Context: an optimization exercise on an open-source flow, tuned for small area. The choices shown serve that exercise and are no tape-out recipe.
In this exercise RTL edits were held to simulation tests only and were not proved equivalent to the original.

==> run A: inputs <==
Design spell, start of the top module:
module spell (
    input wire reset,
    input wire clock,
    input wire i_la_write,
    input wire [6:0] i_la_addr,
    input wire [7:0] i_la_data,
    input wire i_la_wb_disable,
    output wire [31:0] la_data_out,
    input  wire        i_wb_cyc,    
    input  wire        i_wb_stb,    
    input  wire        i_wb_we,     
    input  wire [31:0] i_wb_addr,   
    input  wire [31:0] i_wb_data,   
    output wire        o_wb_ack,    
    output reg  [31:0] o_wb_data,   
    input  wire [7:0] io_in,
    output wire [7:0] io_out,
    output wire [7:0] io_oeb,   
    output wire        rambus_wb_rst_o,    
    output wire        rambus_wb_stb_o,    
    output wire        rambus_wb_cyc_o,    
    output wire        rambus_wb_we_o,     
    output wire [ 3:0] rambus_wb_sel_o,    
    output wire [31:0] rambus_wb_dat_o,    
    output wire [ 9:0] rambus_wb_addr_o,   
    input  wire        rambus_wb_ack_i,    
    input  wire [31:0] rambus_wb_dat_i,    
    output wire interrupt
);
make LEC_CHECK=0 CAP_MARGIN=20 CORE_MARGIN=2 CORE_UTILIZATION=40 SLEW_MARGIN=20 finish   # period 10.0 ns
run.sh (not shown) runs the stock make flow with config.mk's settings and CLKGATE_MAP_FILE= SYNTH_SCRIPT=/design/flow/synth_recipe.tcl, a recipe that flattens the netlist after the stock synthesis.
==> inputs of run M, as changes to run A <==
--- a/flow/design.v
+++ b/flow/design.v
@@ -11,110 +11,115 @@
     output reg [7:0] next_pc,
     output reg [4:0] next_sp,
     output reg wr_sp,
     output reg wr_sp1,
     output reg wr_sp2,
     output reg swap,
     output reg [7:0] value,
     output reg memory_write_en,
-    output reg [7:0] delay_amount,
+    output reg is_delay,
     output reg sleep,
     output reg stop
 );
   wire op_add = opcode == "+";
   wire op_sub = opcode == "-";
   wire op_loop = opcode == "@";
   wire below_nz = stack_belowtop != 8'd0;
   wire [7:0] add_b = op_sub ? ~stack_top : (op_loop ? 8'hff : stack_top);
   wire [7:0] sum = stack_belowtop + add_b + {7'd0, op_sub};
+  reg sp_inc, sp_dec1, sp_dec2;
+  always @(*) begin
+    next_sp = sp + (sp_inc ? 5'd1 : sp_dec1 ? 5'd31 : sp_dec2 ? 5'd30 : 5'd0);
+  end
   always @(*) begin
     next_pc = out_of_order_exec ? pc : pc + 8'd1;
-    next_sp = sp;
+    sp_inc = 1'b0;
+    sp_dec1 = 1'b0;
+    sp_dec2 = 1'b0;
     wr_sp = 1'b0;
     wr_sp1 = 1'b0;
     wr_sp2 = 1'b0;
     swap = 1'b0;
     value = opcode;
     memory_write_en = 1'b0;
     sleep = 0;
     stop = 0;
-    delay_amount = 0;
+    is_delay = 1'b0;
     case (opcode)
       "+", "-": begin
         value = sum;
         wr_sp2 = 1'b1;
-        next_sp = sp - 1;
+        sp_dec1 = 1'b1;
       end
       "&": begin
         value = stack_belowtop & stack_top;
         wr_sp2 = 1'b1;
-        next_sp = sp - 1;
+        sp_dec1 = 1'b1;
       end
       "^": begin
         value = stack_belowtop ^ stack_top;
         wr_sp2 = 1'b1;
-        next_sp = sp - 1;
+        sp_dec1 = 1'b1;
       end
       "|": begin
         value = stack_belowtop | stack_top;
         wr_sp2 = 1'b1;
-        next_sp = sp - 1;
+        sp_dec1 = 1'b1;
       end
       ">": begin
         value = {1'b0, stack_top[7:1]};
         wr_sp1 = 1'b1;
       end
       "<": begin
         value = {stack_top[6:0], 1'b0};
         wr_sp1 = 1'b1;
       end
       "=": begin
         next_pc = stack_top;
-        next_sp = sp - 1;
+        sp_dec1 = 1'b1;
       end
       "@": begin
         value = sum;
         if (below_nz) begin
           next_pc = stack_top;
-          next_sp = sp - 1;
+          sp_dec1 = 1'b1;
           wr_sp2 = 1'b1;
         end else begin
-          next_sp = sp - 2;
+          sp_dec2 = 1'b1;
         end
       end
       ",": begin
-        delay_amount = stack_top;
-        next_sp = sp - 1;
+        is_delay = 1'b1;
+        sp_dec1 = 1'b1;
       end
       "2": begin
         value = stack_top;
         wr_sp = 1'b1;
-        next_sp = sp + 1;
+        sp_inc = 1'b1;
       end
       "!", "w": begin
         memory_write_en = 1'b1;
-        next_sp = sp - 2;
+        sp_dec2 = 1'b1;
       end
       "?", "r": begin
         value = memory_input;
         wr_sp1 = 1'b1;
       end
       "x": begin
-        value = stack_belowtop;
         wr_sp1 = 1'b1;
         wr_sp2 = 1'b1;
         swap = 1'b1;
       end
       "z":   sleep = 1'b1;
       8'hff: stop = 1'b1;
       default: begin
         value = opcode;
         wr_sp = 1'b1;
-        next_sp = sp + 1;
+        sp_inc = 1'b1;
       end
     endcase
   end
 endmodule
 `default_nettype none
 `timescale 1ns / 1ps
 module spell_mem_io (
     input wire reset,
@@ -335,17 +340,17 @@
   reg [4:0] sp;
   reg [7:0] opcode;
   wire [7:0] memory_input;
   wire [7:0] next_pc;
   wire [4:0] next_sp;
   wire ex_wr_sp, ex_wr_sp1, ex_wr_sp2, ex_swap;
   wire [7:0] ex_value;
   wire memory_write_en;
-  wire [7:0] delay_amount;
+  wire is_delay;
   wire sleep;
   wire stop;
   reg [INTR_COUNT-1:0] intr;
   reg [INTR_COUNT-1:0] intr_enable;
   reg edge_interrupts;
   wire level_interrupt = |(intr & intr_enable);
   reg prev_level_interrupt;
   assign interrupt = edge_interrupts ? (!prev_level_interrupt && level_interrupt) : level_interrupt;
@@ -393,23 +398,23 @@
   wire [7:0] stack_belowtop = sp[0] ? odd_out : even_out;
   wire exec_cycle = !reset && !reg_write && state == StateExecute;
   wire host_top = !reset && reg_write && wa_top;
   wire host_push = !reset && reg_write && wa_push && !prev_reg_write;
   wire wr_sp = host_push || (exec_cycle && ex_wr_sp);
   wire wr_sp1 = host_top || (exec_cycle && ex_wr_sp1);
   wire wr_sp2 = exec_cycle && ex_wr_sp2;
   wire [7:0] dd = reg_write ? reg_write_data[7:0] : ex_value;
-  wire [7:0] d2 = ex_swap ? stack_top : ex_value;
+  wire xswap = exec_cycle && ex_swap;
   wire even_en_h = sp[0] ? wr_sp1 : wr_sp;
   wire even_en_m = !sp[0] && wr_sp2;
   wire odd_en_h = sp[0] && wr_sp;
   wire odd_en_m = sp[0] ? wr_sp2 : wr_sp1;
-  wire [7:0] even_wd = reset ? 8'd0 : ((sp[0] || wr_sp) ? dd : d2);
-  wire [7:0] odd_wd = reset ? 8'd0 : ((!sp[0] || wr_sp) ? dd : d2);
+  wire [7:0] even_wd = reset ? 8'd0 : (xswap ? odd_out : dd);
+  wire [7:0] odd_wd = reset ? 8'd0 : (xswap ? even_out : dd);
   reg [127:0] stk_e, stk_o;
   genvar g;
   generate
     for (g = 0; g < 16; g = g + 1) begin : stk
       always @(posedge clock) begin
         if (reset || (even_en_h && dh[g]) || (even_en_m && dm[g])) stk_e[g*8+:8] <= even_wd;
         if (reset || (odd_en_h && dh[g]) || (odd_en_m && dm[g])) stk_o[g*8+:8] <= odd_wd;
       end
@@ -444,17 +449,17 @@
       .next_pc(next_pc),
       .next_sp(next_sp),
       .wr_sp(ex_wr_sp),
       .wr_sp1(ex_wr_sp1),
       .wr_sp2(ex_wr_sp2),
       .swap(ex_swap),
       .value(ex_value),
       .memory_write_en(memory_write_en),
-      .delay_amount(delay_amount),
+      .is_delay(is_delay),
       .sleep(sleep),
       .stop(stop)
   );
   spell_mem mem (
       .reset(reset),
       .clock(clock),
       .sram_enable(sram_enable),
       .select(mem_select),
@@ -503,16 +508,20 @@
         end
       endcase
       wb_read_ack <= 1;
     end else begin
       wb_read_ack <= 0;
     end
   end
   always @(posedge clock) begin
+    if (state != StateDelay) delay_cycles <= 0;
+    else if (!reg_write) delay_cycles <= (delay_cycles + 1 >= cycles_per_ms) ? 24'd0 : delay_cycles + 1;
+  end
+  always @(posedge clock) begin
     if (reset) begin
       state <= StateSleep;
       pc    <= 0;
       sp    <= 0;
       opcode <= 0;
       mem_select <= 0;
       single_step <= 0;
       out_of_order_exec <= 0;
@@ -570,25 +579,24 @@
               state <= StateExecute;
             end
           end
           StateExecute: begin
             pc <= next_pc;
             sp <= next_sp;
             mem_addr <= stack_top;
             mem_write_value <= stack_belowtop;
+            delay_counter <= stack_top;
             if (sleep) intr[INTR_SLEEP] <= 1'b1;
             if (stop) intr[INTR_STOP] <= 1'b1;
             if (memory_write_en) begin
               state <= StateStore;
             end else if (sleep || stop || single_step) begin
               state <= StateSleep;
-            end else if (delay_amount != 8'b0 && cycles_per_ms != 24'b0) begin
-              delay_counter <= delay_amount - 1;
-              delay_cycles <= 0;
+            end else if (is_delay && stack_top != 8'b0 && cycles_per_ms != 24'b0) begin
               state <= StateDelay;
             end else begin
               state <= StateFetch;
             end
           end
           StateStore: begin
             mem_select   <= 1;
             if (mem_data_ready) begin
@@ -596,22 +604,19 @@
               state <= single_step ? StateSleep : StateFetch;
             end
           end
           StateSleep: begin
           end
           StateDelay: begin
             if (delay_cycles + 1 >= cycles_per_ms) begin
               delay_counter <= delay_counter - 1;
-              delay_cycles  <= 0;
-              if (delay_counter == 0) begin
+              if (delay_counter == 8'd1) begin
                 state <= single_step ? StateSleep : StateFetch;
               end
-            end else begin
-              delay_cycles <= delay_cycles + 1;
             end
           end
           default: state <= StateSleep;
         endcase
       end
     end
   end
 endmodule
==> flow/flow/run.sh (new file) <==
#!/bin/bash
# Own layout flow: the standard ORFS flow (standard.sh), with three changes to how cells
# are chosen; the floorplan, power grid, tap cells, placement and routing are the standard ones.
#  - synthesis: the same synthesis script, but ABC maps the combinational logic for area
#    (no delay-driven mapping, buffering or gate upsizing; timing has ample slack at 10 ns),
#    adders are left to ABC instead of being mapped to half/full-adder cells first, and
#    no buffers are added for pass-through wires (every port gets its buffer later anyway).
#    Registers are mapped before ABC runs, so they are exactly the standard synthesis's.
#  - port buffers use the smallest buffer (buf_1) instead of ORFS's default choice;
#  - clock tree synthesis uses larger sink clusters and inserts no dummy loads.
# Each tool's full output goes to a log file here (synth.log, standard.log), and ORFS's
# per-step logs stay under orfs/logs/.
set -euo pipefail
rm -rf scripts_area
cp -r "$FLOW_HOME/scripts" scripts_area
printf '&get -n\n&st\n&dc2\n&dch\n&nf -R 1000 -p\n&put\n' > scripts_area/abc_speed.script
bash standard.sh SCRIPTS_DIR="$PWD/scripts_area" ADDER_MAP_FILE= SYNTH_INSBUF=0 synth > synth.log 2>&1
export BUFFER_PORTS_ARGS="-buffer_cell sky130_fd_sc_hd__buf_1"
export CTS_ARGS="-sink_clustering_enable -repair_clock_nets -dont_use_dummy_load -buf_list sky130_fd_sc_hd__clkbuf_8 -sink_clustering_size 16 -sink_clustering_max_diameter 60"
bash standard.sh > standard.log 2>&1
==> flow/standard.sh (new file) <==
#!/bin/bash
# synth_recipe.tcl (not shown) runs the flow's synth.tcl, then flattens the netlist and writes it again
# the make line also repeats each setting of config.mk as NAME=value (left out here)
make -C /OpenROAD-flow-scripts/flow DESIGN_CONFIG=/design/flow/config.mk WORK_HOME=/design/flow/orfs CLKGATE_MAP_FILE= SYNTH_SCRIPT=/design/flow/synth_recipe.tcl "${@:-finish}"
==> flow/config.mk (replaced) <==
export PLATFORM = sky130hd
export DESIGN_NAME = spell
export DESIGN_NICKNAME = spell
export VERILOG_FILES = /design/flow/design.v
export SDC_FILE = /design/flow/constraint.sdc
export NUM_CORES = 4
export LEC_CHECK = 0
export CAP_MARGIN = 20
export CORE_MARGIN = 2
export CORE_UTILIZATION = 40
export GPL_TIMING_DRIVEN = 0
export SLEW_MARGIN = 20
removed: flow/run.sh
==> inputs of run G, as changes to run A <==
--- a/flow/design.v
+++ b/flow/design.v
@@ -118,75 +118,94 @@
 `timescale 1ns / 1ps
 module spell_mem_io (
     input wire reset,
     input wire clock,
     input wire select,
     input wire [7:0] addr,
     input wire [7:0] data_in,
     input wire write,
-    output reg [7:0] rd,
+    output reg [7:0] data_out,
+    output reg data_ready,
     input  wire [7:0] io_in,
     output reg  [7:0] io_out,
     output reg  [7:0] io_oeb    
 );
   localparam REG_PIN = 8'h36;
   localparam REG_DDR = 8'h37;
   localparam REG_PORT = 8'h38;
   reg past_write;
-  always @(*) begin
-    rd = 8'b0;
-    if (!write) begin
-      case (addr)
-        REG_PIN: rd = io_in;
-        REG_DDR: rd = ~io_oeb;
-        REG_PORT: rd = io_out;
-        default: rd = 8'b0;
-      endcase
-    end
-  end
   always @(posedge clock) begin
-    past_write <= select & write;
     if (reset) begin
       io_out <= 8'b00000000;
       io_oeb <= 8'b11111111;
-    end else if (select && write) begin
-      case (addr)
-        REG_PIN: if (!past_write) io_out <= io_out ^ data_in;
-        REG_DDR: io_oeb <= ~data_in;
-        REG_PORT: io_out <= data_in;
-      endcase
+      data_out <= 8'b0;
+      data_ready <= 1'b0;
+      past_write <= 1'b0;
+    end else begin
+      past_write <= select & write;
+      if (select) begin
+        data_out   <= 8'b0;
+        data_ready <= 1'b1;
+        case (addr)
+          REG_PIN: begin
+            if (write) begin
+              if (!past_write) io_out <= io_out ^ data_in;
+            end else begin
+              data_out <= io_in;
+            end
+          end
+          REG_DDR: begin
+            if (write) begin
+              io_oeb <= ~data_in;
+            end else begin
+              data_out <= ~io_oeb;
+            end
+          end
+          REG_PORT: begin
+            if (write) begin
+              io_out <= data_in;
+            end else begin
+              data_out <= io_out;
+            end
+          end
+        endcase
+      end else data_ready <= 1'b0;
     end
   end
 endmodule
 `default_nettype none
 `timescale 1ns / 1ps
 module spell_mem_dff (
     input wire reset,
     input wire clock,
+    input wire select,
     input wire [7:0] addr,
     input wire [7:0] data_in,
     input wire memory_type_data,
-    input wire write_en,
-    output reg [7:0] rd
+    input wire write,
+    output reg [7:0] data_out,
+    output reg data_ready
 );
   wire code_hit = !memory_type_data && addr[7:5] == 3'd0;
   wire data_hit = memory_type_data && addr[7:3] == 5'd0;
+  wire do_write = select && write;
   wire [31:0] dec = 32'd1 << addr[4:0];
   wire [7:0] wd = reset ? 8'd0 : data_in;
+  reg [7:0] rd;
+  integer i;
   reg [255:0] code_q;
   reg [63:0] data_q;
-  integer i;
   genvar g;
   generate
     for (g = 0; g < 32; g = g + 1) begin : code
-      always @(posedge clock) if (reset || (write_en && code_hit && dec[g])) code_q[g*8+:8] <= wd;
+      always @(posedge clock) if (reset || (do_write && code_hit && dec[g])) code_q[g*8+:8] <= wd;
     end
     for (g = 0; g < 8; g = g + 1) begin : data
-      always @(posedge clock) if (reset || (write_en && data_hit && dec[g])) data_q[g*8+:8] <= wd;
+      always @(posedge clock) if (reset || (do_write && data_hit && dec[g])) data_q[g*8+:8] <= wd;
     end
   endgenerate
   wire [7:0] code_rd[0:31];
   wire [7:0] data_rd[0:7];
   generate
     for (g = 0; g < 32; g = g + 1) begin : crd
       assign code_rd[g] = (code_hit && dec[g]) ? code_q[g*8+:8] : 8'd0;
     end
@@ -194,96 +213,106 @@
       assign data_rd[g] = (data_hit && dec[g]) ? data_q[g*8+:8] : 8'd0;
     end
   endgenerate
   always @(*) begin
     rd = 8'd0;
     for (i = 0; i < 32; i = i + 1) rd = rd | code_rd[i];
     for (i = 0; i < 8; i = i + 1) rd = rd | data_rd[i];
   end
+  always @(posedge clock) begin
+    if (reset) begin
+      data_ready <= 0;
+    end else begin
+      data_ready <= select;
+      if (select && !write) data_out <= rd;
+    end
+  end
 endmodule
 `default_nettype none
 `timescale 1ns / 1ps
 module spell_mem (
     input wire reset,
     input wire clock,
     input wire sram_enable,
     input wire select,
     input wire [7:0] addr,
     input wire [7:0] data_in,
     input wire memory_type_data,
     input wire write,
-    input wire capture,
-    output wire [7:0] data_out,
+    output reg [7:0] data_out,
     output wire data_ready,
-    output reg [7:0] rdata,
     input  wire [7:0] io_in,
     output wire [7:0] io_out,
     output wire [7:0] io_oeb,   
     input wire [31:0] sram_dat_i,
     input wire sram_ack_i,
     output wire sram_cyc_o,
     output wire sram_stb_o,
     output wire sram_we_o,
     output wire [3:0] sram_sel_o,
     output wire [9:0] sram_addr_o,
     output wire [31:0] sram_dat_o
 );
-  wire io_range = addr >= 8'h20 && addr < 8'h60;
-  wire io_hit = memory_type_data && io_range;
-  wire data_io_select = select && io_hit;
-  wire sram_select = select && !io_hit && sram_enable;
-  wire dff_select = select && !io_hit && !sram_enable;
+  wire code_select = select && !memory_type_data;
+  wire data_select = select && memory_type_data;
+  wire data_mem_select = data_select && (addr < 8'h20 || addr >= 8'h60);
+  wire data_io_select = data_select && (addr >= 8'h20 && addr < 8'h60);
+  wire mem_select = code_select || data_mem_select;
+  wire sram_select = mem_select && sram_enable;
   wire [1:0] sram_byte_index = addr[1:0];
   assign sram_cyc_o  = sram_select;
   assign sram_stb_o  = sram_select;
   assign sram_we_o   = write;
   assign sram_sel_o  = 1 << sram_byte_index;
-  assign sram_addr_o = {1'b0, memory_type_data, addr[7:2], 2'b00};
+  assign sram_addr_o = {1'b0, data_select, addr[7:2], 2'b00};
   assign sram_dat_o  = {data_in, data_in, data_in, data_in};
-  reg ready_r;
-  assign data_ready = ready_r | (sram_select && sram_ack_i);
-  wire [7:0] io_rd;
-  wire [7:0] dff_rd;
-  reg [7:0] sram_byte;
+  wire io_data_ready;
+  wire dff_data_ready;
+  assign data_ready = io_data_ready | dff_data_ready | (sram_select && sram_ack_i);
+  wire [7:0] io_data_out;
+  wire [7:0] dff_data_out;
+  wire [7:0] sram_data_out;
   spell_mem_io mem_io (
       .reset(reset),
       .clock(clock),
       .select(data_io_select),
       .addr(addr),
       .data_in(data_in),
       .write(write),
-      .rd(io_rd),
+      .data_out(io_data_out),
+      .data_ready(io_data_ready),
       .io_in (io_in),
       .io_out(io_out),
       .io_oeb(io_oeb)
   );
   spell_mem_dff mem_dff (
       .reset(reset),
       .clock(clock),
+      .select(!sram_select && mem_select),
       .addr(addr),
       .data_in(data_in),
       .memory_type_data(memory_type_data),
-      .write_en(dff_select && write),
-      .rd(dff_rd)
+      .write(write),
+      .data_out(dff_data_out),
+      .data_ready(dff_data_ready)
   );
   always @(*) begin
-    case (sram_byte_index)
-      0: sram_byte = sram_dat_i[7:0];
-      1: sram_byte = sram_dat_i[15:8];
-      2: sram_byte = sram_dat_i[23:16];
-      3: sram_byte = sram_dat_i[31:24];
-    endcase
-  end
-  assign data_out = (!data_io_select && sram_enable) ? sram_byte : rdata;
-  always @(posedge clock) begin
-    ready_r <= data_io_select || dff_select;
-    if (capture) rdata <= data_out;
-    else if (data_io_select) rdata <= io_rd;
-    else if (dff_select && !write) rdata <= dff_rd;
+    if (data_io_select) begin
+      data_out = io_data_out;
+    end else if (sram_enable) begin
+      case (sram_byte_index)
+        0: data_out = sram_dat_i[7:0];
+        1: data_out = sram_dat_i[15:8];
+        2: data_out = sram_dat_i[23:16];
+        3: data_out = sram_dat_i[31:24];
+      endcase
+    end else begin
+      data_out = dff_data_out;
+    end
   end
 endmodule
 `default_nettype none
 `timescale 1ns / 1ps
 module spell (
     input wire reset,
     input wire clock,
     input wire i_la_write,
@@ -329,17 +358,17 @@
   localparam REG_INT = 24'h24;
   localparam INTR_SLEEP = 0;
   localparam INTR_STOP = 1;
   localparam INTR_COUNT = 2;
   reg [2:0] state;
   reg [7:0] pc;
   reg [4:0] sp;
   reg [7:0] opcode;
-  wire [7:0] memory_input;
+  reg [7:0] memory_input;
   wire [7:0] next_pc;
   wire [4:0] next_sp;
   wire ex_wr_sp, ex_wr_sp1, ex_wr_sp2, ex_swap;
   wire [7:0] ex_value;
   wire memory_write_en;
   wire [7:0] delay_amount;
   wire sleep;
   wire stop;
@@ -348,37 +377,35 @@
   reg edge_interrupts;
   wire level_interrupt = |(intr & intr_enable);
   reg prev_level_interrupt;
   assign interrupt = edge_interrupts ? (!prev_level_interrupt && level_interrupt) : level_interrupt;
   reg single_step;
   reg out_of_order_exec;
   reg sram_enable;
   reg mem_select;
+  reg mem_type_data;
   reg [7:0] mem_addr;
   reg [7:0] mem_write_value;
-  wire mem_type_data = opcode[6] && state[0];
-  wire mem_write_en = state == StateStore;
+  reg mem_write_en;
   wire [7:0] mem_read_value;
   wire mem_data_ready;
   reg [23:0] cycles_per_ms;
   reg [23:0] delay_cycles;
   reg [7:0] delay_counter;
   reg wb_read_ack;
   reg wb_write_ack;
   assign o_wb_ack = wb_read_ack | wb_write_ack;
   wire wb_read = i_wb_stb && i_wb_cyc && !i_wb_we;
   wire wb_write = i_wb_stb && i_wb_cyc && i_wb_we && !i_la_wb_disable;
   wire [23:0] wb_addr = i_wb_addr[23:0];
   reg prev_reg_write;
   wire reg_write = wb_write | i_la_write;
   wire [6:0] reg_write_addr = i_la_write ? i_la_addr : i_wb_addr[6:0];
   wire [31:0] reg_write_data = i_la_write ? {24'b0, i_la_data} : i_wb_data;
-  wire mem_capture = !reg_write && mem_select && mem_data_ready &&
-                     (state == StateFetch || state == StateFetchData);
   wire wa_pc = reg_write_addr == REG_PC[6:0];
   wire wa_sp = reg_write_addr == REG_SP[6:0];
   wire wa_exec = reg_write_addr == REG_EXEC[6:0];
   wire wa_ctrl = reg_write_addr == REG_CTRL[6:0];
   wire wa_cpm = reg_write_addr == REG_CYCLES_PER_MS[6:0];
   wire wa_top = reg_write_addr == REG_STACK_TOP[6:0];
   wire wa_push = reg_write_addr == REG_STACK_PUSH[6:0];
   wire wa_ien = reg_write_addr == REG_INT_ENABLE[6:0];
@@ -457,20 +484,18 @@
       .reset(reset),
       .clock(clock),
       .sram_enable(sram_enable),
       .select(mem_select),
       .addr(mem_addr),
       .data_in(mem_write_value),
       .memory_type_data(mem_type_data),
       .write(mem_write_en),
-      .capture(mem_capture),
       .data_out(mem_read_value),
       .data_ready(mem_data_ready),
-      .rdata(memory_input),
       .io_in(io_in),
       .io_out(io_out),
       .io_oeb(io_oeb),
       .sram_stb_o(rambus_wb_stb_o),
       .sram_cyc_o(rambus_wb_cyc_o),
       .sram_we_o(rambus_wb_we_o),
       .sram_sel_o(rambus_wb_sel_o),
       .sram_dat_o(rambus_wb_dat_o),
@@ -509,16 +534,17 @@
   end
   always @(posedge clock) begin
     if (reset) begin
       state <= StateSleep;
       pc    <= 0;
       sp    <= 0;
       opcode <= 0;
       mem_select <= 0;
+      mem_write_en <= 0;
       single_step <= 0;
       out_of_order_exec <= 0;
       wb_write_ack <= 0;
       prev_reg_write <= 0;
       sram_enable <= 0;
       intr <= 0;
       intr_enable <= 0;
       edge_interrupts <= 0;
@@ -550,34 +576,40 @@
         if (wa_ien) intr_enable <= reg_write_data[INTR_COUNT-1:0];
         if (wa_int) intr <= intr & ~reg_write_data[INTR_COUNT-1:0];
         if (wb_write) wb_write_ack <= 1;
       end else begin
         wb_write_ack <= 0;
         case (state)
           StateFetch: begin
             mem_select <= 1;
+            mem_type_data <= 0;
             mem_addr <= pc;
+            mem_write_en <= 0;
             if (mem_select && mem_data_ready) begin
               mem_select <= 0;
               opcode <= mem_read_value;
               state <= is_data_opcode(mem_read_value) ? StateFetchData : StateExecute;
             end
           end
           StateFetchData: begin
             mem_select <= 1;
+            mem_type_data <= (opcode == "r") ? 1'b1 : 1'b0;
             mem_addr <= stack_top;
+            mem_write_en <= 0;
             if (mem_select && mem_data_ready) begin
               mem_select <= 0;
+              memory_input <= mem_read_value;
               state <= StateExecute;
             end
           end
           StateExecute: begin
             pc <= next_pc;
             sp <= next_sp;
+            mem_type_data <= opcode[6];
             mem_addr <= stack_top;
             mem_write_value <= stack_belowtop;
             if (sleep) intr[INTR_SLEEP] <= 1'b1;
             if (stop) intr[INTR_STOP] <= 1'b1;
             if (memory_write_en) begin
               state <= StateStore;
             end else if (sleep || stop || single_step) begin
               state <= StateSleep;
@@ -586,18 +618,20 @@
               delay_cycles <= 0;
               state <= StateDelay;
             end else begin
               state <= StateFetch;
             end
           end
           StateStore: begin
             mem_select   <= 1;
+            mem_write_en <= 1;
             if (mem_data_ready) begin
               mem_select <= 0;
+              mem_write_en <= 0;
               state <= single_step ? StateSleep : StateFetch;
             end
           end
           StateSleep: begin
           end
           StateDelay: begin
             if (delay_cycles + 1 >= cycles_per_ms) begin
               delay_counter <= delay_counter - 1;
==> flow/config.mk (replaced) <==
export PLATFORM = sky130hd
export DESIGN_NAME = spell
export DESIGN_NICKNAME = spell
export VERILOG_FILES = /design/flow/design.v
export SDC_FILE = /design/flow/constraint.sdc
export NUM_CORES = 4
export LEC_CHECK = 0
export CAP_MARGIN = 20
export CORE_MARGIN = 2
export CORE_UTILIZATION = 40
export CTS_BUF_LIST = sky130_fd_sc_hd__clkbuf_4
export SLEW_MARGIN = 20
==> impl_metrics.py <==
metrics = {
    "power_and_ir_drop": {
        "p_int_mw": 5.074,
        "peakVddDrop_mv": 0.09985,
    },
    "cts": {
        "cts_buffers": 194,
    },
    "layout": {
        "final_net_count": 3348,
        "nClkBuffers": 289,
    },
    "run_status": {
        "status": "timing/DRC/antenna clean",
    },
    "critical_path": {
        "cp-endpoint": "la_data_out[28]",
        "critPathMaxFanout": 37,
    },
    "synthesis": {
        "syn_area_sq_um": 34790,
    },
}
That was run G.
==> impl_metrics.py <==
metrics = {
    "run_status": {
        "status": "timing/DRC/antenna clean",
    },
    "worst_hold_path": {
        "hold_path_end": "o_wb_data[2]",
    },
    "layout": {
        "nClkBuffers": 94,
        "mostFrequentLayoutCells": "edfxtp_1 (632), clkdlybuf4s50_1 (230), nand2_1 (193), nor2_1 (189), a22oi_1 (171)",
        "inverters_excl_clock": 74,
        "mostFrequentLayoutCell": "edfxtp_1",
    },
    "die": {
        "tapCellCount": 1144,
    },
    "drt": {
        "vias": 25460,
    },
    "cts": {
        "cts_buffers": 79,
    },
    "critical_path": {
        "crit_start": "sp[2]",
        "critPathMaxFanout": 29,
        "cp-endpoint": "la_data_out[28]",
    },
    "synthesis": {
        "synth_simple_gate_area_share_pct": 11.34,
    },
    "power_and_ir_drop": {
        "peakVddDrop_mv": 0.1305,
    },
}
That was run A.
==> impl_metrics.py <==
metrics = {
    "critical_path": {
        "cp-endpoint": "sp[4]",
        "critPathMaxFanout": 25,
    },
    "synthesis": {
        "syn_area_sq_um": 31030,
    },
    "run_status": {
        "status": "timing/DRC/antenna clean",
    },
    "cts": {
        "cts_buffers": 57,
        "htreeDepth": 2,
        "cts-root-buf": "clkbuf_8",
    },
    "sta": {
        "whs_ns": 0.4704,
    },
    "power_and_ir_drop": {
        "p_int_mw": 4.164,
    },
    "layout": {
        "nClkBuffers": 57,
        "fin_util_pct": 45.76,
        "final_net_count": 2916,
    },
    "place": {
        "place_inst": 3770,
    },
}
That was run M.

[what the ideal ports hide]
In the flow no input, the clock included, has a driving cell. The finished layouts below were timed again as built, in two steps.
Step 1 (the two cells are an assumption about what drives the block):
set clk [get_ports {clock}]
set_driving_cell -lib_cell sky130_fd_sc_hd__clkbuf_16 $clk
set_driving_cell -lib_cell sky130_fd_sc_hd__buf_2 [delete_from_list [all_inputs] $clk]
Step 2 also shifts input and output timing later by t, the mid clock arrival at the registers, as if the neighbouring blocks saw the same clock.
Three values: ideal ports, drivers, drivers and shift; two values: the first two.
run	t, ns	setup WS [ns]	latest minus earliest clock arrival (ns)	slew at the worst register clock pin (ns)	cell pins on the clock port's net
run A	0.706	3.010 / 2.941 / 2.995	0.050 / 0.049	0.07 / 0.07	1
run M	0.750	1.325 / 1.325 / 1.325	0.173 / 0.173	0.11 / 0.11	1
run G	1.123	2.351 / 2.281 / 2.570	0.085 / 0.085	0.07 / 0.07	1
After both steps every run listed still meets setup and hold. The setup slack of run A, which loses most, moves by -0.069 ns with the drivers and by -0.015 ns with both steps.
